This is an optimization exercise on Yosys and OpenROAD, whose aim is small area, a short achievable clock period and few clock cycles, not a production implementation.
Function was checked by simulation only, so behaviour that the tests miss may differ from the original.
No activity file was given, so power comes from the tool's default toggle rates.

## juniper
// MFE
module MFE(clk, reset, ready, busy, iaddr, idata, data_rd, addr, data_wr, wen);
clock: 7.0 ns
lec_check: 0
cap_margin: 20
core_margin: 2
core_utilization: 40
cts_buf_list: sky130_fd_sc_hd__clkbuf_4 sky130_fd_sc_hd__clkbuf_8
setup_slack_margin: 4.5
slew_margin: 20
standard.sh (not shown) runs the stock make flow with config.mk's settings and CLKGATE_MAP_FILE= SYNTH_SCRIPT=/design/flow/synth_recipe.tcl, a recipe that flattens the netlist after the stock synthesis.
==> flow/flow/run.sh <==
#!/bin/bash
# The standard layout (the standard.sh, all ORFS steps), with three changes:
#  - Yosys's ABC maps with flow/abc_speed.script (the classic delay-targeted
#    mapper) in place of ORFS's abc_speed.script; ORFS's scripts are otherwise
#    used unchanged, from a copy in this folder;
#  - the ports get plain buf_2 buffers instead of the default delay-cell choice;
#  - clock tree synthesis uses no dummy loads.
set -euo pipefail
here=$(pwd)
rm -rf "$here/orfs_scripts"
cp -r "$FLOW_HOME/scripts" "$here/orfs_scripts"
cp "$here/flow/abc_speed.script" "$here/orfs_scripts/abc_speed.script"
bash standard.sh \
  SCRIPTS_DIR="$here/orfs_scripts" \
  BUFFER_PORTS_ARGS="-buffer_cell sky130_fd_sc_hd__buf_2" \
  CTS_ARGS="-repair_clock_nets -dont_use_dummy_load -buf_list {sky130_fd_sc_hd__clkbuf_8}" \
  finish > standard.log 2>&1
==> flow/flow/abc_speed.script <==
strash
dch
map -D 1300
topo
buffer -c
upsize -c -D 1300
dnsize -c -D 1300
Looking at the reports, juniper completed the entire flow and the layout it produced met the timing, DRC and antenna checks.
Testbench counts of juniper, summed over its fixed seeds: cycles 393,296.
Input-level comparison between pepper and juniper:
--- a/flow/flow/run.sh
+++ b/flow/flow/run.sh
@@ -14,4 +14,4 @@
   SCRIPTS_DIR="$here/orfs_scripts" \
   BUFFER_PORTS_ARGS="-buffer_cell sky130_fd_sc_hd__buf_2" \
-  CTS_ARGS="-repair_clock_nets -dont_use_dummy_load -buf_list {sky130_fd_sc_hd__clkbuf_8}" \
+  CTS_ARGS="-sink_clustering_enable -sink_clustering_size 40 -sink_clustering_max_diameter 300 -sink_clustering_levels 1 -repair_clock_nets -dont_use_dummy_load -buf_list {sky130_fd_sc_hd__clkbuf_8}" \
   finish > standard.log 2>&1
Results
Clock group share of total power essentially unchanged between pepper and juniper.
juniper → pepper: number of enable-type register cells in the synthesized netlist now sits at about the same level, post-synthesis compound-gate area fraction now sits at about the same level, DRC marker count from the first detailed-route iteration now sits at about the same level, final number of max-transition violations now sits at about the same level, top fanout value on the critical path now sits at about the same level.
Across juniper and pepper, the outcome is the same: a clean finish for every run.
Comparing pepper with juniper, the multi-input combinational area share came out essentially unchanged.
Looking at juniper and pepper, the weighted congestion reported at the end of routability-driven placement is a wash.
Changes observed in pepper relative to juniper: via count has remained practically unchanged; sequential cell power has remained practically unchanged.
Input-level comparison between nickel and pepper:
--- a/flow/flow/run.sh
+++ b/flow/flow/run.sh
@@ -14,4 +14,4 @@
   SCRIPTS_DIR="$here/orfs_scripts" \
   BUFFER_PORTS_ARGS="-buffer_cell sky130_fd_sc_hd__buf_2" \
-  CTS_ARGS="-sink_clustering_enable -sink_clustering_size 40 -sink_clustering_max_diameter 300 -sink_clustering_levels 1 -repair_clock_nets -dont_use_dummy_load -buf_list {sky130_fd_sc_hd__clkbuf_8}" \
+  CTS_ARGS="-sink_clustering_enable -repair_clock_nets -dont_use_dummy_load -buf_list {sky130_fd_sc_hd__clkbuf_4 sky130_fd_sc_hd__clkbuf_8}" \
   finish > standard.log 2>&1
--- a/flow/config.mk
+++ b/flow/config.mk
@@ -8,6 +8,7 @@
 export CAP_MARGIN = 20
 export CORE_MARGIN = 2
-export CORE_UTILIZATION = 40
+export CORE_UTILIZATION = 70
 export CTS_BUF_LIST = sky130_fd_sc_hd__clkbuf_4 sky130_fd_sc_hd__clkbuf_8
+export PLACE_DENSITY = 0.8
 export SETUP_SLACK_MARGIN = 4.5
 export SLEW_MARGIN = 20
pepper has a lower utilization after layout than nickel.
nickel went all the way through the flow, and no timing, DRC or antenna check failed.
Against pepper, nickel comes in 1.7% lower on area of placed instances.
Fmax across nickel and pepper: no real change.
nickel vs pepper on first-iteration DRC count: nickel is the higher one.
#### Input delta (harbor over nickel)
--- a/flow/config.mk
+++ b/flow/config.mk
@@ -8,7 +8,6 @@
 export CAP_MARGIN = 20
 export CORE_MARGIN = 2
-export CORE_UTILIZATION = 70
+export CORE_UTILIZATION = 40
 export CTS_BUF_LIST = sky130_fd_sc_hd__clkbuf_4 sky130_fd_sc_hd__clkbuf_8
-export PLACE_DENSITY = 0.8
 export SETUP_SLACK_MARGIN = 4.5
 export SLEW_MARGIN = 20
[summary]
harbor vs nickel on time the worst path needs with I/O delays and setup: harbor is the higher one. As of harbor, worst IR drop on VDD had fallen by a few percent compared to nickel. Of harbor and nickel, the run reporting the higher cell total after placement was harbor. harbor against nickel: global-route track usage on met3 went down by 1.5 points; overall via count from detail_route dropped 381; initial core utilization went down. Run comparison: harbor timing endpoint of the critical path iaddr[4]; nickel timing endpoint of the critical path iaddr[7]. Diff harbor..nickel | area used by sequential logic in the layout | negligible. Total routed wirelength in harbor vs nickel: down 4.3%. [compare] base=nickel new=harbor: slack of the worst reg-to-reg path down 0.04 ns, number of antenna cells inserted flat.

[re-timing with driven ports]
How much do the figures lean on ideal ports? The routed layouts below were timed once more, with nothing changed but the port constraints. Step 1, drivers: a clkbuf_16 drives clk and a buf_2 each remaining input, both assumed. Step 2 times the ports against the registers' clock, not the clock port: input delays grow and output delays shrink by t, the midpoint of the rising clock arrivals with the driver on. Slacks: no drivers / after step 1 / after step 2; pairs: no drivers / after step 1.
run | t (ns) | setup WS [ns] | latest minus earliest clock arrival (ns) | worst data-port slew with drivers (ns) | pins driven straight from the clock port
juniper | 0.479 | 4.556 / 4.519 / 4.260 | 0.029 / 0.029 | 0.03 | 1
pepper | 0.479 | 4.556 / 4.519 / 4.260 | 0.029 / 0.029 | 0.03 | 1
nickel | 0.451 | 4.559 / 4.525 / 4.223 | 0.041 / 0.041 | 0.03 | 1
harbor | 0.479 | 4.556 / 4.519 / 4.260 | 0.029 / 0.029 | 0.03 | 1
After both steps setup and hold are still met in every run listed. The setup slack of nickel, which loses most, moves by -0.034 ns with the drivers and by -0.336 ns with both steps.
